What follows belongs to an exercise in optimizing a design on an open flow for small area; a production flow would make more cautious choices.
Only simulation tests tie the RTL to the original design; equivalence was not proved.
Power is estimated from default activity; no workload was simulated.

===== flow/config.mk =====
export PLATFORM = sky130hd
export DESIGN_NAME = MouseHandler
export DESIGN_NICKNAME = MouseHandler
export VERILOG_FILES = /design/flow/design.v
export SDC_FILE = /design/flow/constraint.sdc
export NUM_CORES = 4
export LEC_CHECK = 0
export CAP_MARGIN = 20
export CORE_MARGIN = 2
export CORE_UTILIZATION = 40
export CTS_BUF_LIST = sky130_fd_sc_hd__clkbuf_8
export SLEW_MARGIN = 20

===== flow/constraint.sdc =====
create_clock -name core_clock -period 10.0 [get_ports {clk}]
set_input_delay 2.0000 -clock core_clock [delete_from_list [all_inputs] [get_ports {clk}]]
set_output_delay 2.0000 -clock core_clock [all_outputs]
set_load 0.01 [all_outputs]

===== flow/design.v =====
`timescale 1ns / 1ps
module MouseHandler(clk,rst,ps2_c_in,ps2_d_in,ps2_c_oe,ps2_d_oe,ps2_d_out,XMouseVGA,YMouseVGA,Botones);
input clk, rst;
input ps2_c_in, ps2_d_in;
output ps2_c_oe, ps2_d_oe, ps2_d_out;
output [9:0] XMouseVGA, YMouseVGA;
output reg [2:0] Botones;
reg fb;
reg [2:0] frun;
reg edge_c;
wire fsat = (frun == 3'd0);
wire all1 = fb & fsat;
wire all0 = ~fb & fsat;
wire fall_edge = edge_c & all0;
always @(posedge clk or posedge rst)
	if (rst) begin
		fb <= 1'b0;
		frun <= 3'd0;
		edge_c <= 1'b0;
	end else begin
		fb <= ps2_c_in;
		if (ps2_c_in != fb)
			frun <= 3'b001;
		else
			frun <= {frun[1:0], (~frun[2] & frun[1]) | (frun[2] & ~frun[1] & frun[0])};
		edge_c <= all1 | (edge_c & ~all0);
	end
reg go, s1, s2, s3;
wire tx_idle = ~(s1 | s2 | s3);
assign ps2_c_oe = s1;
assign ps2_d_oe = s2;
reg [3:0] cuenta;
wire trama = (cuenta == 4'd10);
localparam [15:0] LFSR_A = 16'h5d4b;
localparam [15:0] LFSR_B = 16'h5e0f;
localparam [15:0] LFSR_T = 16'hfbd0;
reg [15:0] tmr;
wire hit = (tmr == LFSR_T);
wire done = go & tx_idle;
wire tmr_load = ~go | (s2 & fall_edge & trama);
wire tmr_step = s1 | s3 | (s2 & fall_edge);
wire lfsr_fb = tmr[0] ^ tmr[3] ^ tmr[4] ^ tmr[5];
wire shift_x, shift_y;
wire [15:0] tmr_next = tmr_load ? (go ? LFSR_B : LFSR_A) :
	{done ? ps2_d_in : lfsr_fb, tmr[15:9], done ? ps2_d_in : tmr[8], tmr[7:1]};
always @(posedge clk) begin
	if (tmr_load | tmr_step | shift_x)
		tmr[7:0] <= tmr_next[7:0];
	if (tmr_load | tmr_step | shift_y)
		tmr[15:8] <= tmr_next[15:8];
end
assign ps2_d_out = tmr[0];
wire [7:0] dx = tmr[7:0];
wire [7:0] dy = tmr[15:8];
always @(posedge clk or posedge rst)
	if (rst) begin
		go <= 1'b0;
		s1 <= 1'b0;
		s2 <= 1'b0;
		s3 <= 1'b0;
	end else begin
		go <= 1'b1;
		s1 <= ~go | (s1 & ~hit);
		s2 <= (s1 & hit) | (s2 & ~(fall_edge & trama));
		s3 <= (s2 & fall_edge & trama) | (s3 & ~hit);
	end
localparam R0 = 3'd0, R1 = 3'd1, R2 = 3'd2, R3 = 3'd3, R4 = 3'd4;
reg [2:0] rxs;
wire rx_start = ~ps2_d_in & ps2_c_in & tx_idle;
wire clr_bits = (rxs == R0) & tx_idle;
wire shift = (rxs == R2) & ~trama;
wire rx_done = (rxs == R4);
always @(posedge clk or posedge rst)
	if (rst)
		rxs <= R0;
	else
		case (rxs)
			R0: rxs <= rx_start ? R1 : R0;
			R1: rxs <= fall_edge ? R2 : R1;
			R2: rxs <= R3;
			R3: rxs <= trama ? R4 : R1;
			default: rxs <= R0;
		endcase
always @(posedge clk)
	if (clr_bits)
		cuenta <= 4'd0;
	else
		cuenta <= cuenta ^ {&{cuenta[2:0], fall_edge}, &{cuenta[1:0], fall_edge}, cuenta[0] & fall_edge, fall_edge};
reg [1:0] nbyte;
wire listo = nbyte[1] & ~nbyte[0];
wire slot0 = ~nbyte[1] & ~nbyte[0];
wire slot1 = ~nbyte[1] & nbyte[0];
wire slot2 = nbyte[1] & nbyte[0];
always @(posedge clk or posedge rst)
	if (rst)
		nbyte <= 2'b00;
	else begin
		nbyte[0] <= rx_done ? ~nbyte[1] : nbyte[0];
		nbyte[1] <= nbyte[0] & (rx_done | nbyte[1]);
	end
reg [5:0] st;    
assign shift_x = done & shift & slot1;
assign shift_y = done & shift & slot2;
always @(posedge clk) begin
	if (shift & slot0 & ~cuenta[3])
		st <= {ps2_d_in, st[5:1]};
end
reg [9:0] nx, ny;
assign XMouseVGA = ~nx;
assign YMouseVGA = ~ny;
wire [9:0] gdx = {10{listo}} & {{2{st[4]}}, dx};
wire [9:0] gdy = {10{listo}} & {{2{st[5]}}, dy};
reg [9:0] xn, yn;
reg cx, cy;
integer i;
always @* begin
	cx = 1'b0; cy = 1'b0;
	for (i = 0; i < 10; i = i + 1) begin
		xn[i] = nx[i] ^ gdx[i] ^ cx;
		cx = (nx[i] & gdx[i]) | (nx[i] & cx) | (gdx[i] & cx);
		yn[i] = ny[i] ^ gdy[i] ^ cy;
		cy = (ny[i] & gdy[i]) | (ny[i] & cy) | (gdy[i] & cy);
	end
end
always @(posedge clk or posedge rst)
	if (rst) begin
		nx <= 10'h3ff;
		ny <= 10'h3ff;
	end else begin
		nx <= xn;
		ny <= yn;
	end
always @(posedge clk or posedge rst)
	if (rst)
		Botones <= 3'b0;
	else if (listo)
		Botones <= st[2:0];
endmodule

===== flow/flow/run.sh =====
#!/bin/bash
set -euo pipefail
export BUFFER_PORTS_ARGS="-buffer_cell sky130_fd_sc_hd__buf_1"
bash standard.sh finish > standard_flow.log 2>&1

===== flow/standard.sh =====
#!/bin/bash
# synth_recipe.tcl (not shown) runs the flow's synth.tcl, then flattens the netlist and writes it again
# the make line also repeats each setting of config.mk as NAME=value (left out here)
make -C /OpenROAD-flow-scripts/flow DESIGN_CONFIG=/design/flow/config.mk WORK_HOME=/design/flow/orfs CLKGATE_MAP_FILE= SYNTH_SCRIPT=/design/flow/synth_recipe.tcl "${@:-finish}"

==> results of run 1 <==
## worst paths after layout
path	from	cells past startpoint	slack, ps	endpoint
max reg2reg	nbyte[1]	16	5420	ny[9]
min reg2reg	st[3]	0	440	st[2]
min	st[3]	0	440	st[2]
max	nbyte[1]	16	5420	ny[9]
max in group asynchronous	rst	3	7890	nx[8]
min in group asynchronous	rst	3	1750	s2
## worst reg2reg max path, delay by kind of cell (launching register included)
kind	cells	cell delay [ps]
xor+xnor	2	340
flops	1	430
simple gates	2	330
fa+ha+maj	9	3080
buf+inv	3	340
## layer usage
layer | vias up | GRT usage
met1 | 854 | 0.179
met3 | 5 | 0.0436
met5 | - | 0
li1 | 814 | -
met2 | 34 | 0.211
met4 | 0 | 0.0654
## registers in the layout, indices dropped and copies added (netlist names), named ones only
name,cells
Botones,3
nx,10
frun,3
fb,1
s1,1
s2,1
go,1
rxs,3
ny,10
s3,1
tmr,16
cuenta,4
st,6
nbyte,2
## logic make-up (layout without fill, tap and decap cells)
logic type                 count (synthesis)  after routing  share of synthesized area
AOI/OAI and AO/OA                         18             18                     0.0416
xor gates and xnor gates                  10             10                     0.0297
adders and majority gates                 20             20                      0.126
buffers and inverters                     39             83                     0.0505
DFF                                       63             63                      0.574
muxes                                      5              5                     0.0187
other                                      1              1                    0.00127
and+or+nand+nor                           67             67                      0.159
## layout make-up
type | count | area share
Sequential cell | 63 | 0.501
Inverter | 35 | 0.0389
Multi-Input combinational cell | 121 | 0.328
Tap cell | 99 | 0.0367
Timing Repair Buffer | 32 | 0.0389
Clock inverter | 6 | 0.0156
Clock buffer | 10 | 0.0408
## through the flow
stage,total power [mW],cell area (um2),std cells
after CTS,0.575,3380,366
after global routing,0.596,3380,366
after floorplan,0.342,2950,223
final,0.564,3380,366
after detailed placement,0.356,3190,350
after global placement,0.355,3190,350
## power by group through the flow
stage	Clock (mW)	Combinational [mW]	Sequential (mW)
6_report	0.214	0.0442	0.306
3_5_place_dp	0	0.0449	0.311
4_1_cts	0.223	0.0455	0.306
3_3_place_gp	0	0.0442	0.310
5_1_grt	0.235	0.0510	0.310
2_1_floorplan	0	0.0361	0.306
## synth_stat cells (4+ instances only)
master,number
sky130_fd_sc_hd__and2_1,19
sky130_fd_sc_hd__edfxtp_1,22
sky130_fd_sc_hd__dfxtp_1,4
sky130_fd_sc_hd__nor3_1,4
sky130_fd_sc_hd__nor2b_1,6
sky130_fd_sc_hd__ha_1,4
sky130_fd_sc_hd__fa_1,16
sky130_fd_sc_hd__o21ai_0,5
sky130_fd_sc_hd__dfrtp_1,17
sky130_fd_sc_hd__mux2_2,4
sky130_fd_sc_hd__xnor2_1,8
sky130_fd_sc_hd__nand2_1,4
sky130_fd_sc_hd__inv_1,35
sky130_fd_sc_hd__dfstp_2,20
sky130_fd_sc_hd__nand2b_1,9
==> Flow_metrics.wiki, run 1 <==
{| class="wikitable"
! Metric !! Value
|-
| Fraction of layout cells with a size suffix above 1 || 0.184
|-
| TritonCTS clock tree || yes
|-
| Antenna violations before repair || 0
|-
| Top Ports || 30
|-
| Commonest non-fill, non-tap cell in the layout || sky130_fd_sc_hd__inv_1
|-
| Cell leakage power || approximately 1.4 nW
|-
| Startpoint type of the worst setup path || register
|-
| Overall die width || 89.9 um
|-
| Total number of nets in the final design || between 200 and 300
|-
| Psw || roughly 130 uW
|-
| Peak VDD IR || between 0.00009 and 0.0001 V
|-
| Power Density || approximately 170 mW/mm2
|-
| Average wire per standard cell || ~13 um
|-
| Pre-antenna DRT Iters || 4
|-
| Die outline height || about 90 um
|-
| Largest net degree at the start of global routing || 38
|-
| Hold slack final || around 440 ps
|-
| Syn-to-layout area delta || 14.5%
|-
| Total buffers and inverters traversed by the critical path || 3
|-
| Clock Path Buffers || 2
|-
| Cell occurring most often along the worst timing path || sky130_fd_sc_hd__fa_1
|-
| Data required, critical path || a little over 10000 ps
|-
| Clock share of power || 0.379
|-
| Routed Antenna Nets || 0
|-
| Total met3 wirelength after detailed routing || between 200 and 250 um
|-
| Syn_nets || between 200 and 250
|-
| Clock latency on the worst-skew pair || between 300 and 400 ps
|-
| Slowest-stage cell, CP || sky130_fd_sc_hd__dfrtp_1
|-
| Hold-fix buffers at CTS || 0
|-
| Vias in the first global route || 1766
|-
| H-tree levels || 3
|-
| Most used cells in the layout excluding fill and tap cells || sky130_fd_sc_hd__inv_1 (37), sky130_fd_sc_hd__buf_1 (29), sky130_fd_sc_hd__edfxtp_1 (22)
|-
| Clock tree sinks || 63
|-
| Clock slew at the register clock pins of the worst setup and hold paths || around 70 ps
|-
| Area taken by flip-flops and latches || between 0.0015 and 0.002 mm2
|-
| Detail Route met2 WL || between 2000 and 2500 um
|-
| Cells resized by post-CTS repair || 0
|-
| Count of distinct cell types in the synthesized netlist || 47
|-
| Num rows || 31
|-
| Wire length of the first global-routing pass || between 8000 and 9000 um
|-
| Transition time at the pin with the least slew margin || about 960 ps
|-
| Worst setup slack after placement || around 5400 ps
|-
| Worst setup EP type || register
|-
| Share of the synthesized area in the top cell type || 0.224
|-
| Switching Share || 0.236
|-
| Type of the tightest min-delay check || reg -> reg
|-
| ANT cells || 0
|-
| Asr flop ratio synth || 0.587
|-
| Detailed placer's ending HPWL || 3430 um
|-
| Ys flop type || sky130_fd_sc_hd__edfxtp_1
|-
| CP max FO || 19
|-
| Average instance area after synthesis || roughly 13 um2
|-
| GRT Residual Overflow || 0
|-
| Sum of negative setup slack || 0 ps
|-
| Total Die Area || 0.00808 mm2
|-
| Cells traversed along the worst timing path || nor2b_1 -> buf_4 -> and2_1 -> ha_1 -> fa_1 -> inv_1 -> fa_1 -> inv_1 -> fa_1 -> fa_1 -> fa_1 -> fa_1 -> fa_1 -> fa_1 -> xnor2_1 -> xnor2_1
|-
| Peak clock frequency supported by timing || ~0.22 GHz
|-
| Critical path class || reg -> reg
|-
| Worst slew slack as a fraction of its limit || 0.353
|-
| Share of synthesized area occupied by flip-flops and latches || 0.574
|-
| Cell count after synthesis || ~220
|-
| Total count of max-transition violations in the final report || 0
|-
| Final wirelength || about 4900 um
|-
| Final Hold Fails || 0
|-
| Utilization after layout || 0.468
|-
| Internal power || about 430 uW
|-
| Max Cap Violations || 0
|-
| RSZ-0062 raised after global routing || false
|-
| Most area-consuming cells after synthesis || sky130_fd_sc_hd__edfxtp_1 (22%), sky130_fd_sc_hd__dfstp_2 (18%), sky130_fd_sc_hd__dfrtp_1 (14%)
|-
| FILL cells || about 680
|-
| Ys Warns || 1
|-
| Kind of cell adding the most delay to the critical path || adder cells
|-
| Core footprint || a little over 0.007 mm2
|-
| Initial Util || 0.409
|-
| Period Utilization, post-route || 0.458
|-
| Total clock buffers created by CTS || 9
|-
| Met1 Routed Length || 2290 um
|-
| Max Clock Skew || 8.02 ps
|-
| Iter 0 DRT Violations || 70
|-
| Final setup violation count || 0
|-
| Result of the run || no timing/DRC/antenna violations
|-
| Routability cong. || about 0.7
|-
| Number of flops mapped to enable cells by yosys || 22
|-
| Root cell of the clock tree || sky130_fd_sc_hd__clkbuf_8
|-
| Data arrival time of the critical path || between 4000 and 5000 ps
|-
| Period minus WS final || between 4000 and 5000 ps
|-
| DR DRC count || 0
|-
| Multi-input gate area || approximately 0.0011 mm2
|-
| Library cell with the largest summed area after synthesis || sky130_fd_sc_hd__edfxtp_1
|-
| Global-route total usage across every layer || 0.138
|-
| Uppermost metal layer occupied by signal nets || met4
|-
| Post-CTS Repair Setup Buffers || 0
|-
| Count of input and output buffers || 29
|-
| Worst path max stage delay || around 430 ps
|-
| Number of vias per cell after detailed routing || approximately 4.7
|-
| Share of power burned in registers || 0.543
|-
| Netlist area before placement || 0.00295 mm2
|-
| Combinational cell fraction of total power || 0.078
|-
| Via count || about 1700
|-
| Yosys reg bits || 63
|-
| Setup ws final || ~5400 ps
|}
==> run 2, diff against run 1 <==
--- a/flow/config.mk
+++ b/flow/config.mk
@@ -8,5 +8,4 @@
 export CAP_MARGIN = 20
 export CORE_MARGIN = 2
 export CORE_UTILIZATION = 40
-export CTS_BUF_LIST = sky130_fd_sc_hd__clkbuf_8
 export SLEW_MARGIN = 20
==> run 2 against run 1 <==
Effect of this change: still clean; critical path depth stayed put; maximum frequency barely moved; clock-buffer cell count rose by 2; non-clock buffer count stayed put; die area unchanged; critical endpoint unchanged; cell area is the same; clock skew is essentially flat; worst setup slack hardly changed; via count stayed put; clock power about the same; sequential share of layout area unchanged; register-to-register slack about the same.
==> Flow_metrics.wiki, run 2 <==
{| class="wikitable"
! Metric !! Value
|-
| Result of the run || no timing/DRC/antenna violations
|-
| Overall die width || between 80 and 90 um
|-
| Cell count after synthesis || 223
|-
| TritonCTS clock tree || yes
|-
| Data required, critical path || around 10000 ps
|-
| Average instance area after synthesis || approximately 13 um2
|-
| Detailed placer's ending HPWL || around 3400 um
|-
| Type of the tightest min-delay check || reg -> reg
|-
| Share of power burned in registers || 0.541
|-
| Total number of nets in the final design || about 290
|-
| Root cell of the clock tree || sky130_fd_sc_hd__clkbuf_8
|-
| Largest net degree at the start of global routing || 38
|-
| Max Clock Skew || slightly below 8 ps
|-
| Final Hold Fails || 0
|-
| Clock tree sinks || between 60 and 70
|-
| Count of distinct cell types in the synthesized netlist || 47
|-
| Via count || roughly 1700
|-
| Transition time at the pin with the least slew margin || ~960 ps
|-
| Wire length of the first global-routing pass || 8630 um
|-
| Top Ports || 30
|-
| Utilization after layout || 0.468
|-
| Ys flop type || sky130_fd_sc_hd__edfxtp_1
|-
| Startpoint type of the worst setup path || register
|-
| Total Die Area || between 0.008 and 0.009 mm2
|-
| Psw || between 100 and 150 uW
|-
| GRT Residual Overflow || 0
|-
| Average wire per standard cell || ~13 um
|-
| Most used cells in the layout excluding fill and tap cells || sky130_fd_sc_hd__inv_1 (35), sky130_fd_sc_hd__buf_1 (29), sky130_fd_sc_hd__edfxtp_1 (22)
|-
| Multi-input gate area || 0.00111 mm2
|-
| Antenna violations before repair || 0
|-
| Core footprint || 0.00721 mm2
|-
| Asr flop ratio synth || 0.587
|-
| Peak clock frequency supported by timing || 0.218 GHz
|-
| ANT cells || 0
|-
| Reg-to-reg startpoint || nbyte[1]
|-
| Final setup violation count || 0
|-
| Commonest non-fill, non-tap cell in the layout || sky130_fd_sc_hd__inv_1
|-
| Top cells by instance count after synthesis || sky130_fd_sc_hd__inv_1 (35), sky130_fd_sc_hd__edfxtp_1 (22), sky130_fd_sc_hd__dfstp_2 (20)
|-
| Share of the synthesized area in the top cell type || 0.224
|-
| Period Utilization, post-route || 0.458
|-
| Slowest-stage cell, CP || sky130_fd_sc_hd__dfrtp_1
|-
| Cell leakage power || 1.37 nW
|-
| Hold-fix buffers at CTS || 0
|-
| Count leader, synth || sky130_fd_sc_hd__inv_1
|-
| Combinational cell fraction of total power || 0.078
|-
| Num rows || 31
|-
| Worst slew slack as a fraction of its limit || 0.353
|-
| Total buffers and inverters traversed by the critical path || 3
|-
| Period minus WS final || about 4600 ps
|-
| Routed Antenna Nets || 0
|-
| Peak VDD IR || between 0.00009 and 0.0001 V
|-
| Die outline height || 89.9 um
|-
| Cells resized by post-CTS repair || 0
|-
| Fraction of layout cells with a size suffix above 1 || 0.184
|-
| Vias in the first global route || about 1800
|-
| Library cell with the largest summed area after synthesis || sky130_fd_sc_hd__edfxtp_1
|-
| Clock slew at the register clock pins of the worst setup and hold paths || ~70 ps
|-
| Clock share of power || 0.381
|-
| Ys Warns || 1
|-
| Power Density || 168 mW/mm2
|-
| Top flop regs || tmr: 16 flops, nx: 10 flops, ny: 10 flops
|-
| Worst path max stage delay || between 400 and 500 ps
|-
| Yosys reg bits || between 60 and 70
|-
| Kind of cell adding the most delay to the critical path || adder cells
|-
| RSZ-0062 raised after global routing || false
|-
| Global-route total usage across every layer || 0.138
|-
| Pre-antenna DRT Iters || 4
|-
| Data arrival time of the critical path || 4840 ps
|-
| Largest register by flop count || tmr
|-
| Netlist area before placement || between 0.002 and 0.003 mm2
|-
| Clock latency on the worst-skew pair || 340 ps
|-
| Worst setup EP type || register
|-
| Count of input and output buffers || 29
|-
| Timing startpoint of the critical path || nbyte[1]
|-
| Internal power || roughly 430 uW
|-
| Final wirelength || approximately 4900 um
|-
| Max Cap Violations || 0
|-
| FILL cells || 684
|-
| Routability cong. || 0.698
|-
| Switching Share || 0.235
|-
| Total clock buffers created by CTS || 9
|-
| Syn_nets || ~250
|-
| Total power consumption of the routed design || between 500 and 600 uW
|-
| Flip-flop count of the largest register, all copies and words added || 16
|-
| Hold slack final || roughly 440 ps
|-
| Post-CTS Repair Setup Buffers || 0
|-
| Share of synthesized area occupied by flip-flops and latches || 0.574
|-
| Number of vias per cell after detailed routing || ~4.7
|-
| H-tree levels || 3
|-
| CP max FO || 19
|-
| Initial Util || 0.409
|-
| Sum of negative setup slack || 0 ps
|-
| Non-filler cells in the finished layout || approximately 370
|-
| Number of placed instances with taps included || 350
|-
| Critical path class || reg -> reg
|-
| DR DRC count || 0
|-
| Iter 0 DRT Violations || 70
|-
| Clock Path Buffers || 2
|-
| Cell occurring most often along the worst timing path || sky130_fd_sc_hd__fa_1
|-
| Area taken by flip-flops and latches || between 0.0015 and 0.002 mm2
|-
| Number of flops mapped to enable cells by yosys || 22
|-
| Syn-to-layout area delta || 14.5%
|-
| Hold Crit Start || st[3]
|-
| Most area-consuming cells after synthesis || sky130_fd_sc_hd__edfxtp_1 (22%), sky130_fd_sc_hd__dfstp_2 (18%), sky130_fd_sc_hd__dfrtp_1 (14%)
|-
| Total count of max-transition violations in the final report || 0
|-
| Cells traversed along the worst timing path || nor2b_1 -> buf_4 -> and2_1 -> ha_1 -> fa_1 -> inv_1 -> fa_1 -> inv_1 -> fa_1 -> fa_1 -> fa_1 -> fa_1 -> fa_1 -> fa_1 -> xnor2_1 -> xnor2_1
|}
-- run 2: cell families (layout without fill, tap and decap cells) --
group / count (synthesis) / after routing / synth area share
adder cells (fa/ha/maj): 20 / 20 / 0.126
XOR/XNOR: 10 / 10 / 0.0297
other: 1 / 1 / 0.00127
AO/OA/AOI/OAI: 18 / 18 / 0.0416
AND/OR/NAND/NOR: 67 / 67 / 0.159
flip-flops: 63 / 63 / 0.574
multiplexers: 5 / 5 / 0.0187
buffers and inverters: 39 / 83 / 0.0505
-- run 2: stage by stage --
| step | worst slack (ps) | instance area [um2] |
|---|---|---|
| 2_1_floorplan | 5580 | 2950 |
| 3_3_place_gp | 5470 | 3190 |
| 3_5_place_dp | 5430 | 3190 |
| 4_1_cts | 5390 | 3380 |
| 5_1_grt | 5250 | 3380 |
| 6_report | 5420 | 3380 |
-- run 2: per-layer routing --
metal	routed length (um)	vias up	part of all wire	GRT usage
li1	-	814	-	-
met1	2300	854	0.47	0.179
met2	2280	34	0.47	0.211
met3	206	5	0.042	0.0436
met4	75	0	0.015	0.0654
met5	0	-	0	0
-- run 2: worst register-to-register path: stages (launching register included) --
cell,delay [ps]
sky130_fd_sc_hd__dfrtp_1,430
sky130_fd_sc_hd__nor2b_1,150
sky130_fd_sc_hd__buf_4,190
sky130_fd_sc_hd__and2_1,180
sky130_fd_sc_hd__ha_1,190
sky130_fd_sc_hd__fa_1,400
sky130_fd_sc_hd__inv_1,100
sky130_fd_sc_hd__fa_1,160
sky130_fd_sc_hd__inv_1,50
sky130_fd_sc_hd__fa_1,370
sky130_fd_sc_hd__fa_1,380
sky130_fd_sc_hd__fa_1,390
sky130_fd_sc_hd__fa_1,400
sky130_fd_sc_hd__fa_1,400
sky130_fd_sc_hd__fa_1,390
sky130_fd_sc_hd__xnor2_1,190
sky130_fd_sc_hd__xnor2_1,150
-- run 2: power groups by stage --
stage / Clock (mW) / Combinational, mW / Sequential [mW]
global route: 0.237 / 0.0510 / 0.310
detailed placement: 0 / 0.0449 / 0.311
finish: 0.216 / 0.0442 / 0.306
floorplan: 0 / 0.0361 / 0.306
CTS: 0.225 / 0.0455 / 0.306
global placement: 0 / 0.0442 / 0.310
-- run 2: path summary, 6_finish.rpt --
| path | endpoint | slack, ps | cells after the start |
|---|---|---|---|
| setup / recovery | ny[9] | 5420 | 16 |
| hold / removal | st[2] | 440 | 0 |
| setup reg to reg | ny[9] | 5420 | 16 |
| hold reg to reg | st[2] | 440 | 0 |
| max in group asynchronous | nx[8] | 7890 | 3 |
| min in group asynchronous | s2 | 1750 | 3 |
-- run 2: area by class of cell --
cell class,instances,area share
repair buffers,32,0.0389
well taps,99,0.0367
flip-flops and latches,63,0.501
clock buffers,12,0.0430
inverters,35,0.0389
multi-input cells,121,0.328
clock inverters,4,0.0133
==> run 3, diff against run 2 <==
==> flow/flow/run.sh (replaced) <==
#!/bin/bash
set -euo pipefail
export BUFFER_PORTS_ARGS="-buffer_cell sky130_fd_sc_hd__buf_1"
export CTS_ARGS="-sink_clustering_enable -repair_clock_nets -dont_use_dummy_load -buf_list sky130_fd_sc_hd__clkbuf_16 -sink_clustering_size 64 -sink_clustering_max_diameter 300"
bash standard.sh finish > standard_flow.log 2>&1
==> run 3 against run 2 <==
Effect of this change: synthesized cell count did not move; routed wire length rose by 0.23%; clock-buffer cell count decreased by 3; largest power group unchanged; still clean; highest routed layer unchanged.
==> Flow_metrics.wiki, run 3 <==
{| class="wikitable"
! Metric !! Value
|-
| Result of the run || no timing/DRC/antenna violations
|-
| Peak clock frequency supported by timing || between 0.2 and 0.25 GHz
|-
| Period Utilization, post-route || 0.458
|-
| Clock Path Buffers || 2
|-
| Total number of nets in the final design || 286
|-
| Count of input and output buffers || 29
|-
| Top Ports || 30
|-
| Number of flops mapped to enable cells by yosys || 22
|-
| Worst setup EP type || register
|-
| Transition time at the pin with the least slew margin || a little over 900 ps
|-
| Startpoint type of the worst setup path || register
|-
| RSZ-0062 raised after global routing || false
|-
| Ys flop type || sky130_fd_sc_hd__edfxtp_1
|-
| Count of distinct cell types in the synthesized netlist || 47
|-
| DR DRC count || 0
|-
| Global routing met3 resource utilization || 0.0461
|-
| Flip-flop count of the largest register, all copies and words added || 16
|-
| Area share of fa/ha/maj cells after synthesis || 0.126
|-
| Global Route met1 Usage || 0.176
|-
| Utilization after layout || 0.473
|-
| Global-route total usage across every layer || 0.138
|-
| Wire length of the first global-routing pass || between 8000 and 9000 um
|-
| Worst slew slack as a fraction of its limit || 0.371
|-
| Peak VDD IR || between 0.00009 and 0.0001 V
|-
| Period minus WS final || 4580 ps
|-
| CP max FO || 19
|-
| Routability cong. || 0.698
|-
| Number of vias per cell after detailed routing || ~4.7
|-
| Cells resized by post-CTS repair || 0
|-
| Post-synthesis xor/xnor area fraction || 0.0297
|-
| Syn_nets || 247
|-
| Max Cap Violations || 0
|-
| Core footprint || ~0.0072 mm2
|-
| Most used cells in the layout excluding fill and tap cells || sky130_fd_sc_hd__inv_1 (35), sky130_fd_sc_hd__buf_1 (29), sky130_fd_sc_hd__edfxtp_1 (22)
|-
| Pre-antenna DRT Iters || 4
|-
| Overall die width || 89.9 um
|-
| Synth Area in Compound Gates || 0.0416
|-
| Initial Util || 0.409
|-
| Type of the tightest min-delay check || reg -> reg
|-
| Post-CTS Repair Setup Buffers || 0
|-
| Data required, critical path || approximately 10000 ps
|-
| Asr flop ratio synth || 0.587
|-
| GR peak layer || met2
|-
| Power Density || about 180 mW/mm2
|-
| Final Hold Fails || 0
|-
| Routed Antenna Nets || 0
|-
| Setup ws final || between 5000 and 6000 ps
|-
| Largest net degree at the start of global routing || 38
|-
| Data arrival time of the critical path || 4820 ps
|-
| Share of synthesized area occupied by flip-flops and latches || 0.574
|-
| Total power consumption of the routed design || ~600 uW
|-
| Average wire per standard cell || between 10 and 15 um
|-
| H-tree levels || 3
|-
| Num rows || 31
|-
| Clock tree sinks || 63
|-
| Netlist area before placement || between 0.002 and 0.003 mm2
|-
| Detailed placer's ending HPWL || ~3400 um
|-
| Most area-consuming cells after synthesis || sky130_fd_sc_hd__edfxtp_1 (22%), sky130_fd_sc_hd__dfstp_2 (18%), sky130_fd_sc_hd__dfrtp_1 (14%)
|-
| Hold-fix buffers at CTS || 0
|-
| Vias in the first global route || roughly 1800
|-
| Cell count after synthesis || ~220
|-
| Via count || about 1700
|-
| Max Clock Skew || 12.5 ps
|-
| Iter 0 DRT Violations || 72
|-
| Largest register by flop count || tmr
|-
| Sum of negative setup slack || 0 ps
|-
| Average instance area after synthesis || ~13 um2
|-
| FILL cells || between 600 and 700
|-
| Clock slew at the register clock pins of the worst setup and hold paths || 50 ps
|-
| TritonCTS clock tree || yes
|-
| Final wirelength || between 4000 and 5000 um
|-
| Count leader, synth || sky130_fd_sc_hd__inv_1
|-
| Total clock buffers created by CTS || 9
|-
| Mux contribution to synthesized area || 0.0187
|-
| GRT Residual Overflow || 0
|-
| Top cells by instance count after synthesis || sky130_fd_sc_hd__inv_1 (35), sky130_fd_sc_hd__edfxtp_1 (22), sky130_fd_sc_hd__dfstp_2 (20)
|-
| Top flop regs || tmr: 16 flops, nx: 10 flops, ny: 10 flops
|-
| Critical path class || reg -> reg
|-
| Worst setup slack after placement || approximately 5400 ps
|-
| ANT cells || 0
|-
| Final non-filler cell area || between 0.003 and 0.004 mm2
|-
| Syn-to-layout area delta || 15.7%
|-
| Clock latency on the worst-skew pair || around 320 ps
|-
| Cell leakage power || around 1.4 nW
|-
| Yosys reg bits || between 60 and 70
|-
| Fraction of layout cells with a size suffix above 1 || 0.169
|-
| Antenna violations before repair || 0
|-
| Area fraction in and, or, nand and nor cells after synthesis || 0.159
|-
| Commonest non-fill, non-tap cell in the layout || sky130_fd_sc_hd__inv_1
|-
| Hold slack final || around 440 ps
|-
| Ys Warns || 1
|-
| Share of the synthesized area in the top cell type || 0.224
|-
| Total count of max-transition violations in the final report || 0
|-
| Library cell with the largest summed area after synthesis || sky130_fd_sc_hd__edfxtp_1
|-
| Non-filler cells in the finished layout || around 360
|-
| Dominant combinational cell family by area after synthesis || simple AND/OR/NAND/NOR gates
|-
| Met2 Resource Use GR || 0.215
|-
| Number of placed instances with taps included || between 300 and 400
|-
| Placed instance area || ~0.0032 mm2
|-
| Total Die Area || 0.00808 mm2
|-
| Die outline height || 89.9 um
|-
| Final setup violation count || 0
|-
| Root cell of the clock tree || sky130_fd_sc_hd__clkbuf_16
|}
==> run 3: power by group <==
part,total [mW],switching (mW),internal [mW]
Combinational,0.0443,0.0212,0.0231
Clock,0.251,0.0944,0.157
Sequential,0.307,0.0168,0.290
==> run 3: final timing paths <==
kind                           from  endpoint  slack, ps  cells past startpoint
max                        nbyte[1]     ny[9]       5420                     16
min                           st[5]     st[4]        440                      0
max reg2reg                nbyte[1]     ny[9]       5420                     16
min reg2reg                   st[5]     st[4]        440                      0
max in group asynchronous       rst     nx[8]       7870                      3
min in group asynchronous       rst        s2       1780                      3
==> run 3: logic make-up after synthesis <==
group / count (synthesis)
simple gates: 67
flops: 63
buf+inv: 39
fa+ha+maj: 20
compound gates: 18
xor+xnor: 10
mux: 5
other cells: 1
==> run 3: area by class of cell <==
type / count / area (um2) / share of cell area
repair buffers: 32 / 131 / 0.0385
clock buffers: 9 / 225 / 0.0660
well taps: 99 / 124 / 0.0363
inverters: 35 / 131 / 0.0385
flip-flops and latches: 63 / 1690 / 0.496
multi-input cells: 121 / 1110 / 0.325
==> run 3: per-layer routing <==
layer	vias up	share of wire
met5	-	0
met4	0	0.0060
met3	2	0.034
met2	30	0.48
met1	837	0.48
li1	806	-
==> run 3: worst max-delay path, stage by stage, from the launching register on <==
cell and delay (ps):
sky130_fd_sc_hd__dfrtp_1 420, sky130_fd_sc_hd__nor2b_1 150, sky130_fd_sc_hd__buf_4 190, sky130_fd_sc_hd__and2_1 180, sky130_fd_sc_hd__ha_1 190, sky130_fd_sc_hd__fa_1 390
sky130_fd_sc_hd__inv_1 100, sky130_fd_sc_hd__fa_1 160, sky130_fd_sc_hd__inv_1 50, sky130_fd_sc_hd__fa_1 370, sky130_fd_sc_hd__fa_1 380, sky130_fd_sc_hd__fa_1 390
sky130_fd_sc_hd__fa_1 400, sky130_fd_sc_hd__fa_1 400, sky130_fd_sc_hd__fa_1 390, sky130_fd_sc_hd__xnor2_1 190, sky130_fd_sc_hd__xnor2_1 150
==> run 4, diff against run 3 <==
==> flow/flow/run.sh (replaced) <==
#!/bin/bash
set -euo pipefail
export BUFFER_PORTS_ARGS="-buffer_cell sky130_fd_sc_hd__buf_1"
export CTS_ARGS="-sink_clustering_enable -repair_clock_nets -dont_use_dummy_load -buf_list sky130_fd_sc_hd__clkbuf_8 -sink_clustering_size 32 -sink_clustering_max_diameter 200"
bash standard.sh finish > standard_flow.log 2>&1
==> run 4 against run 3 <==
Effect of this change: sequential cell count stayed put; synthesized cell count stayed put; register-to-register slack hardly changed; core utilization is 1.4 points lower; first-iteration DRC count is 6.9% higher; global-route usage is 0.11 points lower; largest power group unchanged.
==> Flow_metrics.wiki, run 4 <==
{| class="wikitable"
! Metric !! Value
|-
| Yosys reg bits || 63
|-
| Syn-to-layout area delta || 12.3%
|-
| Top flop regs || tmr: 16 flops, nx: 10 flops, ny: 10 flops
|-
| Num rows || 31
|-
| Critical path class || reg -> reg
|-
| Largest register by flop count || tmr
|-
| ANT cells || 0
|-
| Final setup violation count || 0
|-
| Library cell with the largest summed area after synthesis || sky130_fd_sc_hd__edfxtp_1
|-
| Total number of nets in the final design || roughly 290
|-
| Max Clock Skew || 16.9 ps
|-
| CP max FO || 19
|-
| Via count || approximately 1700
|-
| Detailed placer's ending HPWL || between 3000 and 4000 um
|-
| Die outline height || about 90 um
|-
| Overall die width || about 90 um
|-
| Most area-consuming cells after synthesis || sky130_fd_sc_hd__edfxtp_1 (22%), sky130_fd_sc_hd__dfstp_2 (18%), sky130_fd_sc_hd__dfrtp_1 (14%)
|-
| GRT Residual Overflow || 0
|-
| Peak clock frequency supported by timing || about 0.22 GHz
|-
| Hold-fix buffers at CTS || 0
|-
| Initial Util || 0.409
|-
| Period Utilization, post-route || 0.458
|-
| Data arrival time of the critical path || 4830 ps
|-
| Top cells by instance count after synthesis || sky130_fd_sc_hd__inv_1 (35), sky130_fd_sc_hd__edfxtp_1 (22), sky130_fd_sc_hd__dfstp_2 (20)
|-
| Max Cap Violations || 0
|-
| DR DRC count || 0
|-
| Number of vias per cell after detailed routing || between 4 and 5
|-
| Result of the run || no timing/DRC/antenna violations
|-
| Clock latency on the worst-skew pair || approximately 330 ps
|-
| Pre-antenna DRT Iters || 4
|-
| Commonest non-fill, non-tap cell in the layout || sky130_fd_sc_hd__inv_1
|-
| Number of flops mapped to enable cells by yosys || 22
|-
| Largest net degree at the start of global routing || 38
|-
| Total Die Area || slightly above 0.008 mm2
|-
| RSZ-0062 raised after global routing || false
|-
| Most used cells in the layout excluding fill and tap cells || sky130_fd_sc_hd__inv_1 (35), sky130_fd_sc_hd__buf_1 (29), sky130_fd_sc_hd__edfxtp_1 (22)
|-
| FILL cells || between 600 and 700
|-
| Wire length of the first global-routing pass || around 8600 um
|-
| Vias in the first global route || around 1800
|-
| Global routing met3 resource utilization || 0.0536
|-
| Routability cong. || ~0.70
|-
| Period minus WS final || ~4600 ps
|-
| Share of synthesized area occupied by flip-flops and latches || 0.574
|-
| Routed Antenna Nets || 0
|-
| GR peak layer || met2
|-
| Total power consumption of the routed design || between 500 and 600 uW
|-
| Global Route met1 Usage || 0.177
|-
| Cell count after synthesis || 223
|-
| Count of distinct cell types in the synthesized netlist || 47
|-
| Clock tree sinks || between 60 and 70
|-
| Worst setup EP type || register
|-
| Netlist area before placement || between 0.002 and 0.003 mm2
|-
| Sum of negative setup slack || 0 ps
|-
| Startpoint type of the worst setup path || register
|-
| Syn_nets || roughly 250
|-
| Final wirelength || 4860 um
|-
| Root cell of the clock tree || sky130_fd_sc_hd__clkbuf_8
|-
| Iter 0 DRT Violations || 77
|-
| Clock Path Buffers || 2
|-
| Total clock buffers created by CTS || 9
|-
| TritonCTS clock tree || yes
|-
| Average wire per standard cell || between 10 and 15 um
|-
| Average instance area after synthesis || ~13 um2
|-
| Asr flop ratio synth || 0.587
|-
| Peak VDD IR || about 0.000094 V
|-
| Met2 Resource Use GR || 0.211
|-
| Count leader, synth || sky130_fd_sc_hd__inv_1
|-
| Ys Warns || 1
|-
| Antenna violations before repair || 0
|-
| Fraction of layout cells with a size suffix above 1 || 0.169
|-
| Data required, critical path || 10250 ps
|-
| Core footprint || ~0.007 mm2
|-
| Share of the synthesized area in the top cell type || 0.224
|-
| Flip-flop count of the largest register, all copies and words added || 16
|-
| Clock slew at the register clock pins of the worst setup and hold paths || around 60 ps
|-
| Worst slew slack as a fraction of its limit || 0.349
|-
| H-tree levels || 3
|-
| Post-CTS Repair Setup Buffers || 0
|-
| Total count of max-transition violations in the final report || 0
|-
| Global-route total usage across every layer || 0.137
|-
| Cells resized by post-CTS repair || 0
|-
| Power Density || approximately 160 mW/mm2
|-
| Cell leakage power || approximately 1.3 nW
|-
| Transition time at the pin with the least slew margin || slightly below 1000 ps
|-
| Ys flop type || sky130_fd_sc_hd__edfxtp_1
|-
| Count of input and output buffers || 29
|-
| Top Ports || 30
|-
| Final Hold Fails || 0
|-
| Type of the tightest min-delay check || reg -> reg
|}
## run 4: cell counts after synthesis
Identical to the previous run, type by type.
## run 4: cells by family (layout without fill, tap and decap cells)
logic type,count (synthesis),in the layout,synth area share
and+or+nand+nor,67,67,0.159
DFF,63,63,0.574
buffers and inverters,39,76,0.0505
adders and majority gates,20,20,0.126
AOI/OAI and AO/OA,18,18,0.0416
xor gates and xnor gates,10,10,0.0297
muxes,5,5,0.0187
other,1,1,0.00127
## run 4: per-layer routing
metal / routed length (um) / up-vias
met5: 0 / -
met3: 187 / 4
met4: 63 / 0
met2: 2270 / 39
met1: 2330 / 850
li1: - / 806
## run 4: where the power goes
| group | internal, mW | total [mW] | switching (mW) |
|---|---|---|---|
| combinational | 0.0231 | 0.0445 | 0.0213 |
| sequential | 0.290 | 0.306 | 0.0168 |
| clock | 0.0800 | 0.164 | 0.0841 |
| total | 0.393 | 0.515 | 0.122 |
## run 4: stage by stage
stage                     instances  instance area (um2)  hold WS (ps)  utilization  worst slack (ps)
after floorplan                 223                 2950           400            -              5580
after global placement          350                 3190           410        0.442              5470
after detailed placement        350                 3190           427        0.442              5430
after CTS                       359                 3310           442        0.459              5400
after global routing            359                 3310           454        0.459              5260
final                           359                 3310           438        0.459              5420
## run 4: area by class of cell
cell class	count	area [um2]	share of cell area
Clock buffer	9	124	0.0374
Timing Repair Buffer	32	131	0.0397
Multi-Input combinational cell	121	1110	0.335
Inverter	35	131	0.0397
Sequential cell	63	1690	0.511
Tap cell	99	124	0.0374
## run 4: worst paths after layout
kind                            depth (start not counted)     to  slack [ps]      from
worst max-delay path                                   16  ny[9]        5420  nbyte[1]
worst min-delay path                                    0  st[2]         440     st[3]
worst max register to register                         16  ny[9]        5420  nbyte[1]
worst min register to register                          0  st[2]         440     st[3]
max in group asynchronous                               3  nx[0]        7880       rst
min in group asynchronous                               3     s2        1760       rst
## run 4: critical path: stages, from the launching register on
cell	delay, ps
sky130_fd_sc_hd__dfrtp_1	420
sky130_fd_sc_hd__nor2b_1	150
sky130_fd_sc_hd__buf_4	190
sky130_fd_sc_hd__and2_1	180
sky130_fd_sc_hd__ha_1	190
sky130_fd_sc_hd__fa_1	400
sky130_fd_sc_hd__inv_1	100
sky130_fd_sc_hd__fa_1	160
sky130_fd_sc_hd__inv_1	50
sky130_fd_sc_hd__fa_1	370
sky130_fd_sc_hd__fa_1	380
sky130_fd_sc_hd__fa_1	390
sky130_fd_sc_hd__fa_1	400
sky130_fd_sc_hd__fa_1	400
sky130_fd_sc_hd__fa_1	390
sky130_fd_sc_hd__xnor2_1	190
sky130_fd_sc_hd__xnor2_1	150
==> run 5, diff against run 4 <==
==> flow/flow/run.sh (replaced) <==
#!/bin/bash
set -euo pipefail
export BUFFER_PORTS_ARGS="-buffer_cell sky130_fd_sc_hd__buf_1"
export CTS_ARGS="-sink_clustering_enable -repair_clock_nets -dont_use_dummy_load -buf_list sky130_fd_sc_hd__clkbuf_4"
bash standard.sh finish > standard_flow.log 2>&1
==> run 5 against run 4 <==
Effect of this change: synthesized cell count unchanged; die area unchanged; clock skew increased by 13 ps; worst hold slack improved by 6.4 ps; total power decreased by 8.5%; worst setup slack got worse by 6.4 ps; clock-buffer cell count unchanged; sequential cell count unchanged; routed wire length decreased by 0.35%; critical endpoint unchanged.
==> Flow_metrics.wiki, run 5 <==
{| class="wikitable"
! Metric !! Value
|-
| Result of the run || no timing/DRC/antenna violations
|-
| Pre-antenna DRT Iters || 4
|-
| Flip-flop count of the largest register, all copies and words added || 16
|-
| Clock tree sinks || 63
|-
| Slowest-stage cell, CP || sky130_fd_sc_hd__dfrtp_1
|-
| CP max FO || 19
|-
| Top flop regs || tmr: 16 flops, nx: 10 flops, ny: 10 flops
|-
| Cell count after synthesis || about 220
|-
| Endpoint of the worst register-to-register path || ny[9]
|-
| Wire length of the first global-routing pass || about 8600 um
|-
| Power Density || approximately 140 mW/mm2
|-
| Iter 0 DRT Violations || 73
|-
| Share of the synthesized area in the top cell type || 0.224
|-
| Total count of max-transition violations in the final report || 0
|-
| Fraction of layout cells with a size suffix above 1 || 0.169
|-
| Total Die Area || just over 0.008 mm2
|-
| Peak clock frequency supported by timing || approximately 0.22 GHz
|-
| Commonest non-fill, non-tap cell in the layout || sky130_fd_sc_hd__inv_1
|-
| Data required, critical path || 10310 ps
|-
| Largest net degree at the start of global routing || 38
|-
| Cell occurring most often along the worst timing path || sky130_fd_sc_hd__fa_1
|-
| Cells traversed along the worst timing path || nor2b_1 -> buf_4 -> and2_1 -> ha_1 -> fa_1 -> inv_1 -> fa_1 -> inv_1 -> fa_1 -> fa_1 -> fa_1 -> fa_1 -> fa_1 -> fa_1 -> xnor2_1 -> xnor2_1
|-
| Average instance area after synthesis || roughly 13 um2
|-
| Most area-consuming cells after synthesis || sky130_fd_sc_hd__edfxtp_1 (22%), sky130_fd_sc_hd__dfstp_2 (18%), sky130_fd_sc_hd__dfrtp_1 (14%)
|-
| Sum of negative setup slack || 0 ps
|-
| Clock Path Buffers || 2
|-
| Antenna violations before repair || 0
|-
| Number of placed instances with taps included || 350
|-
| Total clock buffers created by CTS || 9
|-
| DR DRC count || 0
|-
| Hold slack final || roughly 440 ps
|-
| Most used cells in the layout excluding fill and tap cells || sky130_fd_sc_hd__inv_1 (35), sky130_fd_sc_hd__buf_1 (29), sky130_fd_sc_hd__edfxtp_1 (22)
|-
| Max Cap Violations || 0
|-
| ANT cells || 0
|-
| Die outline height || ~90 um
|-
| Internal reg-to-reg setup slack || about 5400 ps
|-
| Count of distinct cell types in the synthesized netlist || 47
|-
| Total number of nets in the final design || about 290
|-
| Share of synthesized area occupied by flip-flops and latches || 0.574
|-
| Final setup violation count || 0
|-
| Global-route total usage across every layer || 0.135
|-
| Number of cells traversed by the worst hold path || 0
|-
| Num rows || 31
|-
| Clock latency on the worst-skew pair || 400 ps
|-
| Ys flop type || sky130_fd_sc_hd__edfxtp_1
|-
| Data arrival time of the critical path || 4900 ps
|-
| Syn-to-layout area delta || 10.4%
|-
| Period minus WS final || around 4600 ps
|-
| Combinational cell fraction of total power || 0.094
|-
| Internal power || roughly 350 uW
|-
| Area taken by flip-flops and latches || ~0.0017 mm2
|-
| Netlist area before placement || 0.00295 mm2
|-
| FILL cells || a little under 700
|-
| Post-CTS Repair Setup Buffers || 0
|-
| Cells resized by post-CTS repair || 0
|-
| Initial Util || 0.409
|-
| Core footprint || 0.00721 mm2
|-
| Yosys reg bits || 63
|-
| Cell leakage power || approximately 1.3 nW
|-
| Peak VDD IR || roughly 0.000083 V
|-
| Share of power burned in registers || 0.650
|-
| Via count || around 1700
|-
| Max Clock Skew || just over 30 ps
|-
| Utilization after layout || 0.451
|-
| Hold-fix buffers at CTS || 0
|-
| Multi-input gate area || 0.00111 mm2
|-
| Ys Warns || 1
|-
| Count of input and output buffers || 29
|-
| Final non-filler cell area || around 0.0033 mm2
|-
| Placed instance area || roughly 0.0032 mm2
|-
| Vias in the first global route || approximately 1800
|-
| Critical path class || reg -> reg
|-
| Root cell of the clock tree || sky130_fd_sc_hd__clkbuf_4
|-
| Transition time at the pin with the least slew margin || between 900 and 1000 ps
|-
| Startpoint type of the worst setup path || register
|-
| Number of vias per cell after detailed routing || ~4.7
|-
| Largest register by flop count || tmr
|-
| Psw || between 100 and 150 uW
|-
| Final wirelength || 4840 um
|-
| Routability cong. || 0.698
|-
| Worst path max stage delay || roughly 430 ps
|-
| Switching Share || 0.249
|-
| Overall die width || between 80 and 90 um
|-
| Syn_nets || about 250
|-
| Non-filler cells in the finished layout || about 360
|-
| Top Ports || 30
|-
| Asr flop ratio synth || 0.587
|-
| Worst slew slack as a fraction of its limit || 0.358
|-
| Final Hold Fails || 0
|-
| Average wire per standard cell || around 13 um
|-
| Top cells by instance count after synthesis || sky130_fd_sc_hd__inv_1 (35), sky130_fd_sc_hd__edfxtp_1 (22), sky130_fd_sc_hd__dfstp_2 (20)
|-
| Type of the tightest min-delay check || reg -> reg
|-
| Routed Antenna Nets || 0
|-
| Period Utilization, post-route || 0.458
|-
| H-tree levels || 3
|-
| GRT Residual Overflow || 0
|-
| Number of flops mapped to enable cells by yosys || 22
|-
| Clock slew at the register clock pins of the worst setup and hold paths || approximately 90 ps
|-
| Hold Crit Start || st[3]
|-
| Cell count of the worst reg-to-reg path || 16
|-
| Detailed placer's ending HPWL || 3430 um
|-
| RSZ-0062 raised after global routing || false
|-
| Library cell with the largest summed area after synthesis || sky130_fd_sc_hd__edfxtp_1
|-
| Reg-to-reg startpoint || nbyte[1]
|-
| Worst setup EP type || register
|-
| Count leader, synth || sky130_fd_sc_hd__inv_1
|-
| WHS Endpoint || st[2]
|-
| Clock share of power || 0.256
|-
| TritonCTS clock tree || yes
|}
run 5: how the worst max path moves through the flow:
stage                  start    end  slack [ps]  cells after the start
global placement    nbyte[1]  ny[9]        5470                     16
floorplan           nbyte[1]  nx[9]        5580                     17
global route        nbyte[1]  ny[9]        5260                     16
detailed placement  nbyte[1]  ny[9]        5430                     16
CTS                 nbyte[1]  ny[9]        5400                     16
finish              nbyte[1]  ny[9]        5420                     16
run 5: final cells by class:
class | instances | area share
well taps | 99 | 0.0381
clock buffers | 9 | 0.0208
flip-flops and latches | 63 | 0.520
repair buffers | 32 | 0.0404
inverters | 35 | 0.0404
multi-input cells | 121 | 0.341
run 5: worst max-delay path: cells and delay by family (launching register included):
kind | cells | cell delay, ps
XOR/XNOR | 2 | 340
adder cells (fa/ha/maj) | 9 | 3080
buffers and inverters | 3 | 340
flip-flops | 1 | 430
AND/OR/NAND/NOR | 2 | 330
run 5: routing by layer:
| metal | part of all wire | vias up | track usage |
|---|---|---|---|
| li1 | - | 809 | - |
| met1 | 0.47 | 854 | 0.178 |
| met2 | 0.47 | 34 | 0.214 |
| met3 | 0.041 | 6 | 0.0486 |
| met4 | 0.012 | 0 | 0.0385 |
| met5 | 0 | - | 0 |
run 5: logic make-up after synthesis:
family | after synthesis | synth area share
AOI/OAI and AO/OA | 18 | 0.0416
and+or+nand+nor | 67 | 0.159
DFF | 63 | 0.574
xor gates and xnor gates | 10 | 0.0297
other | 1 | 0.00127
muxes | 5 | 0.0187
buffers and inverters | 39 | 0.0505
adders and majority gates | 20 | 0.126
run 5: power by group through the flow:
stage | Clock, mW | Sequential, mW | Combinational (mW)
global placement | 0 | 0.310 | 0.0442
global route | 0.139 | 0.310 | 0.0510
floorplan | 0 | 0.306 | 0.0361
CTS | 0.128 | 0.306 | 0.0455
detailed placement | 0 | 0.311 | 0.0449
finish | 0.121 | 0.306 | 0.0444
run 5: stage by stage:
stage	setup WS [ps]	power [mW]
4_1_cts	5400	0.479
5_1_grt	5260	0.500
6_report	5420	0.471
3_3_place_gp	5470	0.355
2_1_floorplan	5580	0.342
3_5_place_dp	5430	0.356
==> run 6, diff against run 5 <==
==> flow/flow/run.sh (replaced) <==
#!/bin/bash
set -euo pipefail
export BUFFER_PORTS_ARGS="-buffer_cell sky130_fd_sc_hd__buf_1"
export CTS_ARGS="-sink_clustering_enable -repair_clock_nets -dont_use_dummy_load -buf_list sky130_fd_sc_hd__clkbuf_8 -sink_buffer_max_cap_derate 1.0 -sink_clustering_size 30 -sink_clustering_max_diameter 300"
bash standard.sh finish > standard_flow.log 2>&1
==> run 6 against run 5 <==
Effect of this change: combinational power is essentially flat; synthesized cell count is the same; sequential power is essentially flat; sequential cell count is the same; routed wire length grew 0.35%; critical path type unchanged; critical endpoint unchanged.
==> Flow_metrics.wiki, run 6 <==
{| class="wikitable"
! Metric !! Value
|-
| Post-CTS Repair Setup Buffers || 0
|-
| Cells resized by post-CTS repair || 0
|-
| Top Ports || 30
|-
| TritonCTS clock tree || yes
|-
| Most area-consuming cells after synthesis || sky130_fd_sc_hd__edfxtp_1 (22%), sky130_fd_sc_hd__dfstp_2 (18%), sky130_fd_sc_hd__dfrtp_1 (14%)
|-
| Via count || between 1500 and 2000
|-
| Library cell with the largest summed area after synthesis || sky130_fd_sc_hd__edfxtp_1
|-
| Total Die Area || between 0.008 and 0.009 mm2
|-
| Count leader, synth || sky130_fd_sc_hd__inv_1
|-
| Commonest non-fill, non-tap cell in the layout || sky130_fd_sc_hd__inv_1
|-
| H-tree levels || 3
|-
| Clock Path Buffers || 2
|-
| Fraction of layout cells with a size suffix above 1 || 0.169
|-
| Share of the synthesized area in the top cell type || 0.224
|-
| Power Density || 156 mW/mm2
|-
| Data arrival time of the critical path || 4830 ps
|-
| Largest net degree at the start of global routing || 38
|-
| Detailed placer's ending HPWL || 3430 um
|-
| Peak clock frequency supported by timing || 0.218 GHz
|-
| Global-route total usage across every layer || 0.137
|-
| Asr flop ratio synth || 0.587
|-
| Number of vias per cell after detailed routing || around 4.7
|-
| Clock tree sinks || between 60 and 70
|-
| Antenna violations before repair || 0
|-
| Core footprint || just over 0.007 mm2
|-
| Wire length of the first global-routing pass || 8570 um
|-
| Max Clock Skew || approximately 17 ps
|-
| Clock slew at the register clock pins of the worst setup and hold paths || 60 ps
|-
| Final wirelength || just under 5000 um
|-
| Worst setup slack after placement || roughly 5400 ps
|-
| Final setup violation count || 0
|-
| Transition time at the pin with the least slew margin || a little under 1000 ps
|-
| Result of the run || no timing/DRC/antenna violations
|-
| Worst slew slack as a fraction of its limit || 0.349
|-
| Ys flop type || sky130_fd_sc_hd__edfxtp_1
|-
| Cell count after synthesis || between 200 and 250
|-
| RSZ-0062 raised after global routing || false
|-
| Startpoint type of the worst setup path || register
|-
| Synth Area in Compound Gates || 0.0416
|-
| Vias in the first global route || around 1800
|-
| Mux contribution to synthesized area || 0.0187
|-
| GRT Residual Overflow || 0
|-
| Final Hold Fails || 0
|-
| Total clock buffers created by CTS || 9
|-
| Routability cong. || about 0.7
|-
| Sum of negative setup slack || 0 ps
|-
| Num rows || 31
|-
| Flip-flop count of the largest register, all copies and words added || 16
|-
| Syn-to-layout area delta || 12.3%
|-
| Root cell of the clock tree || sky130_fd_sc_hd__clkbuf_8
|-
| Worst setup EP type || register
|-
| Count of distinct cell types in the synthesized netlist || 47
|-
| Max Cap Violations || 0
|-
| Setup ws final || between 5000 and 6000 ps
|-
| Total number of nets in the final design || between 200 and 300
|-
| Largest register by flop count || tmr
|-
| Clock latency on the worst-skew pair || around 330 ps
|-
| Period Utilization, post-route || 0.458
|-
| Die outline height || approximately 90 um
|-
| Initial Util || 0.409
|-
| Share of synthesized area occupied by flip-flops and latches || 0.574
|-
| Period minus WS final || 4580 ps
|-
| Number of flops mapped to enable cells by yosys || 22
|-
| Ys Warns || 1
|-
| Total count of max-transition violations in the final report || 0
|-
| CP max FO || 19
|-
| Count of input and output buffers || 29
|-
| Area share of fa/ha/maj cells after synthesis || 0.126
|-
| Top cells by instance count after synthesis || sky130_fd_sc_hd__inv_1 (35), sky130_fd_sc_hd__edfxtp_1 (22), sky130_fd_sc_hd__dfstp_2 (20)
|-
| DR DRC count || 0
|-
| Hold-fix buffers at CTS || 0
|-
| Pre-antenna DRT Iters || 4
|-
| Area fraction in and, or, nand and nor cells after synthesis || 0.159
|-
| Netlist area before placement || slightly below 0.003 mm2
|-
| Critical path class || reg -> reg
|-
| Cell leakage power || 1.33 nW
|-
| Syn_nets || between 200 and 250
|-
| Iter 0 DRT Violations || 77
|-
| ANT cells || 0
|-
| Yosys reg bits || 63
|-
| Data required, critical path || 10250 ps
|-
| Average instance area after synthesis || about 13 um2
|-
| Average wire per standard cell || ~14 um
|-
| Peak VDD IR || 0.0000939 V
|-
| Dominant combinational cell family by area after synthesis || simple AND/OR/NAND/NOR gates
|-
| Most used cells in the layout excluding fill and tap cells || sky130_fd_sc_hd__inv_1 (35), sky130_fd_sc_hd__buf_1 (29), sky130_fd_sc_hd__edfxtp_1 (22)
|-
| Top flop regs || tmr: 16 flops, nx: 10 flops, ny: 10 flops
|-
| Post-synthesis xor/xnor area fraction || 0.0297
|-
| Routed Antenna Nets || 0
|-
| Overall die width || roughly 90 um
|-
| Type of the tightest min-delay check || reg -> reg
|}
-- run 6: cell counts after synthesis --
Identical to the previous run, type by type.
-- run 6: power by group --
part | total [mW] | leakage, nW | internal (mW) | switching, mW
registers | 0.306 | 0.677 | 0.290 | 0.0168
clock network | 0.164 | 0.0647 | 0.0800 | 0.0841
logic | 0.0445 | 0.589 | 0.0231 | 0.0213
total | 0.515 | 1.33 | 0.393 | 0.122
-- run 6: per-stage QoR --
step                       util  std cells  instance area (um2)  hold slack (ps)  power, mW
after global routing      0.459        359                 3310              454      0.544
final                     0.459        359                 3310              438      0.515
after detailed placement  0.442        350                 3190              427      0.356
after CTS                 0.459        359                 3310              442      0.524
after global placement    0.442        350                 3190              410      0.355
after floorplan               -        223                 2950              400      0.342
-- run 6: logic make-up after synthesis --
kind of cell	count (synthesis)
AND/OR/NAND/NOR	67
AO/OA/AOI/OAI	18
multiplexers	5
adder cells (fa/ha/maj)	20
buffers and inverters	39
XOR/XNOR	10
flip-flops	63
other	1
-- run 6: worst paths after layout --
kind	to	start	slack, ps	cells after the start
min in group asynchronous	s2	rst	1760	3
setup / recovery	ny[9]	nbyte[1]	5420	16
setup reg to reg	ny[9]	nbyte[1]	5420	16
hold / removal	st[2]	st[3]	440	0
max in group asynchronous	nx[0]	rst	7880	3
hold reg to reg	st[2]	st[3]	440	0
-- run 6: routing by layer --
| layer | wire (um) | GRT usage | vias up |
|---|---|---|---|
| met1 | 2330 | 0.177 | 850 |
| met4 | 63 | 0.0462 | 0 |
| met5 | 0 | 0 | - |
| met2 | 2270 | 0.211 | 39 |
| met3 | 187 | 0.0536 | 4 |
| li1 | - | - | 806 |
-- run 6: area by class of cell --
class | count | area, um2
fillers | 686 | 3900
flip-flops and latches | 63 | 1690
multi-input cells | 121 | 1110
repair buffers | 32 | 131
inverters | 35 | 131
clock buffers | 9 | 124
well taps | 99 | 124
-- run 6: critical path, stage by stage, from the launching register on --
cell                      delay [ps]
sky130_fd_sc_hd__dfrtp_1         420
sky130_fd_sc_hd__nor2b_1         150
sky130_fd_sc_hd__buf_4           190
sky130_fd_sc_hd__and2_1          180
sky130_fd_sc_hd__ha_1            190
sky130_fd_sc_hd__fa_1            400
sky130_fd_sc_hd__inv_1           100
sky130_fd_sc_hd__fa_1            160
sky130_fd_sc_hd__inv_1            50
sky130_fd_sc_hd__fa_1            370
sky130_fd_sc_hd__fa_1            380
sky130_fd_sc_hd__fa_1            390
sky130_fd_sc_hd__fa_1            400
sky130_fd_sc_hd__fa_1            400
sky130_fd_sc_hd__fa_1            390
sky130_fd_sc_hd__xnor2_1         190
sky130_fd_sc_hd__xnor2_1         150
==> run 7, diff against run 6 <==
==> flow/flow/run.sh (replaced) <==
#!/bin/bash
# The standard layout with three changes:
#  * port buffers use the smallest buffer cell (sky130_fd_sc_hd__buf_1);
#  * the synthesized netlist's combinational cells are set to their smallest
#    drive strength before floorplanning (flip-flops untouched);
#  * clock tree built from clkbuf_4 without dummy loads.
set -euo pipefail
export BUFFER_PORTS_ARGS="-buffer_cell sky130_fd_sc_hd__buf_1"
export CTS_ARGS="-repair_clock_nets -dont_use_dummy_load -buf_list sky130_fd_sc_hd__clkbuf_4"
R=$PWD/orfs/results/$FLOW_PLATFORM/MouseHandler/base
bash standard.sh $R/1_2_yosys.v > synth_flow.log 2>&1
python3 flow/downsize.py $R/1_2_yosys.v $FLOW_HOME/platforms/$FLOW_PLATFORM/lib/sky130_fd_sc_hd__tt_025C_1v80.lib > downsize.log 2>&1
bash standard.sh finish > standard_flow.log 2>&1
==> flow/flow/downsize.py (new file) <==
#!/usr/bin/env python3
"""Replace each combinational cell of the synthesis netlist by the smallest
drive-strength variant of the same function in the library, when that is
smaller. Flip-flops are left as synthesis made them.
Usage: downsize.py NETLIST LIB"""
import re, sys
net, lib = sys.argv[1], sys.argv[2]
txt = open(lib).read()
area = {}
ms = list(re.finditer(r'cell\s*\(\s*"?(sky130_fd_sc_hd__\w+?)"?\s*\)', txt))
for i, m in enumerate(ms):
    end = ms[i + 1].start() if i + 1 < len(ms) else len(txt)
    a = re.search(r'area\s*:\s*([\d.]+)', txt[m.end():end])
    if a:
        area[m.group(1)] = float(a.group(1))
best = {}
for c, a in area.items():
    mm = re.match(r'(sky130_fd_sc_hd__[a-z0-9]+)_(\d+)$', c)
    if mm and 'lpflow' not in c:
        b = mm.group(1)
        if b not in best or a < area[best[b]]:
            best[b] = c
src = open(net).read()
count = {}
def sub(m):
    cell, base = m.group(0), m.group(1)
    kind = base.replace('sky130_fd_sc_hd__', '')
    if re.match(r'(e|s)?df|sedf|dl|clk|conb|tap|fill|decap', kind) or cell not in area:
        return cell
    cand = best.get(base, cell)
    if area[cand] < area[cell]:
        count[cell + ' -> ' + cand] = count.get(cell + ' -> ' + cand, 0) + 1
        return cand
    return cell
src = re.sub(r'\b(sky130_fd_sc_hd__[a-z0-9]+)_(\d+)\b(?=\s+\S+\s*\()', sub, src)
open(net, 'w').write(src)
for k, v in sorted(count.items()):
    print(v, k)
==> run 7 against run 6 <==
Effect of this change: synthesized cell count is the same; sequential share of layout area is 1.4 points higher; non-clock buffer count is 1 higher; total power down 9.1%; combinational power barely moved; maximum frequency rose by 1.5%; sequential power about the same; final cell count grew 0.28%; via count up 0.18%; clock power shrank 27%; cell area shrank 2.6%; worst setup slack improved by 68 ps; critical endpoint unchanged.
==> Flow_metrics.wiki, run 7 <==
{| class="wikitable"
! Metric !! Value
|-
| Result of the run || no timing/DRC/antenna violations
|-
| Cell leakage power || 1.29 nW
|-
| Endpoint of the worst register-to-register path || ny[9]
|-
| Number of vias per cell after detailed routing || approximately 4.7
|-
| Fraction of layout cells with a size suffix above 1 || 0.153
|-
| Total number of nets in the final design || roughly 290
|-
| Hold-fix buffers at CTS || 0
|-
| Cell count of the worst reg-to-reg path || 15
|-
| Flip-flop count of the largest register, all copies and words added || 16
|-
| Global-route total usage across every layer || 0.134
|-
| Peak VDD IR || 0.0000892 V
|-
| Internal power || roughly 350 uW
|-
| Top Ports || 30
|-
| Ys Warns || 1
|-
| Worst setup slack after placement || 5310 ps
|-
| RSZ-0062 raised after global routing || false
|-
| ANT cells || 0
|-
| Type of the tightest min-delay check || reg -> reg
|-
| Clock slew at the register clock pins of the worst setup and hold paths || 120 ps
|-
| Sum of negative setup slack || 0 ps
|-
| Detailed placer's ending HPWL || 3510 um
|-
| Total Die Area || approximately 0.008 mm2
|-
| Netlist area before placement || between 0.002 and 0.003 mm2
|-
| Cells traversed along the worst timing path || nor2b_2 -> and2_1 -> ha_1 -> fa_1 -> inv_1 -> fa_1 -> inv_1 -> fa_1 -> fa_1 -> fa_1 -> fa_1 -> fa_1 -> fa_1 -> xnor2_1 -> xnor2_1
|-
| Logic depth of the worst path, buffers included || 15
|-
| Kind of cell adding the most delay to the critical path || adder cells
|-
| Transition time at the pin with the least slew margin || 954 ps
|-
| Average wire per standard cell || 13.3 um
|-
| Clock latency on the worst-skew pair || 400 ps
|-
| Count of input and output buffers || 29
|-
| Clock share of power || 0.254
|-
| Antenna violations before repair || 0
|-
| Total power consumption of the routed design || between 400 and 500 uW
|-
| Die outline height || ~89 um
|-
| Average instance area after synthesis || 13.0 um2
|-
| Worst path max stage delay || 430 ps
|-
| Syn-to-layout area delta || 10.8%
|-
| Worst setup EP type || register
|-
| Power Density || approximately 150 mW/mm2
|-
| Reg-to-reg startpoint || nbyte[1]
|-
| Critical path class || reg -> reg
|-
| Iter 0 DRT Violations || 87
|-
| Total count of max-transition violations in the final report || 0
|-
| Top flop regs || tmr: 16 flops, nx: 10 flops, ny: 10 flops
|-
| Initial Util || 0.407
|-
| Non-filler cells in the finished layout || 360
|-
| Switching Share || 0.245
|-
| Vias in the first global route || roughly 1600
|-
| CP max FO || 19
|-
| Share of power burned in registers || 0.652
|-
| Final Hold Fails || 0
|-
| Syn_nets || ~250
|-
| Data required, critical path || between 10000 and 15000 ps
|-
| Final wirelength || 4800 um
|-
| Most used cells in the layout excluding fill and tap cells || sky130_fd_sc_hd__inv_1 (35), sky130_fd_sc_hd__buf_1 (29), sky130_fd_sc_hd__edfxtp_1 (22)
|-
| Max Cap Violations || 0
|-
| Max Clock Skew || around 41 ps
|-
| GRT Residual Overflow || 0
|-
| Core footprint || ~0.0071 mm2
|-
| Routed Antenna Nets || 0
|-
| Post-CTS Repair Setup Buffers || 0
|-
| TritonCTS clock tree || yes
|-
| Cell occurring most often along the worst timing path || sky130_fd_sc_hd__fa_1
|-
| Startpoint type of the worst setup path || register
|-
| Root cell of the clock tree || sky130_fd_sc_hd__clkbuf_4
|-
| Psw || between 100 and 150 uW
|-
| Period Utilization, post-route || 0.451
|-
| Timing startpoint of the critical path || nbyte[1]
|-
| Wire length of the first global-routing pass || approximately 7800 um
|-
| Via count || 1702
|-
| Total clock buffers created by CTS || 9
|-
| Commonest non-fill, non-tap cell in the layout || sky130_fd_sc_hd__inv_1
|-
| Cell count after synthesis || 223
|-
| Internal reg-to-reg setup slack || 5490 ps
|-
| Largest net degree at the start of global routing || 38
|-
| Slowest-stage cell, CP || sky130_fd_sc_hd__dfrtp_1
|-
| Cells resized by post-CTS repair || 0
|-
| Number of cells traversed by the worst hold path || 0
|-
| Pre-antenna DRT Iters || 4
|-
| Hold slack final || 433 ps
|-
| Combinational cell fraction of total power || 0.095
|-
| Data arrival time of the critical path || 4850 ps
|-
| H-tree levels || 3
|-
| Clock Path Buffers || 2
|-
| DR DRC count || 0
|-
| Setup ws final || 5490 ps
|-
| Peak clock frequency supported by timing || about 0.22 GHz
|-
| Largest register by flop count || tmr
|-
| Num rows || 31
|-
| Clock tree sinks || 63
|-
| Worst slew slack as a fraction of its limit || 0.356
|-
| Final setup violation count || 0
|-
| Timing endpoint of the critical path || ny[9]
|-
| Routability cong. || between 0.7 and 0.8
|-
| Period minus WS final || 4510 ps
|-
| Number of placed instances with taps included || 350
|-
| Total buffers and inverters traversed by the critical path || 2
|-
| Overall die width || 89.3 um
|}
==> run 7: changes by cell type in the layout (fill, tap and decap cells not counted), moves of 2 or more <==
cell,before,now
sky130_fd_sc_hd__o21ai_0,3,5
sky130_fd_sc_hd__o21ai_1,2,0
sky130_fd_sc_hd__clkbuf_8,9,0
sky130_fd_sc_hd__clkbuf_4,0,9
==> run 7: final cells by class <==
cell class                 instances  area, um2
fill                             699       3910
sequential                        63       1690
multi-input combinational        121       1070
timing repair buffer              33        136
inverter                          35        131
tap                               99        124
clock buffer                       9       67.6
==> run 7: how the worst min path moves through the flow <==
stage	to	start	slack [ps]
after detailed placement	st[2]	st[3]	410
after global routing	st[0]	st[1]	450
after CTS	st[2]	st[3]	440
after global placement	st[2]	st[3]	400
final	st[2]	st[3]	430
after floorplan	st[2]	st[3]	400
==> run 7: layer usage <==
metal	up-vias	GRT usage	routed length, um
met5	-	0	0
met4	0	0.0529	53
met3	6	0.0471	187
met2	37	0.201	2280
met1	850	0.180	2280
li1	809	-	-
==> run 7: per-stage QoR <==
step	instance area [um2]	utilization
finish	3220	0.452
global route	3220	0.452
global placement	3150	0.441
floorplan	2910	-
detailed placement	3150	0.441
CTS	3220	0.451
==> run 7: power groups by stage <==
stage	registers (mW)	clock network [mW]	logic [mW]
2_1_floorplan	0.305	0	0.0351
3_3_place_gp	0.309	0	0.0434
3_5_place_dp	0.310	0	0.0446
4_1_cts	0.305	0.124	0.0450
5_1_grt	0.308	0.135	0.0499
6_report	0.305	0.119	0.0443

Check on run 7: ideal ports give 5.490 ns setup slack; a clkbuf_16 on the clock port and buf_2 on the inputs give 5.490 ns; moving port delays by the midpoint clock arrival (0.406 ns) as well gives 5.490 ns.
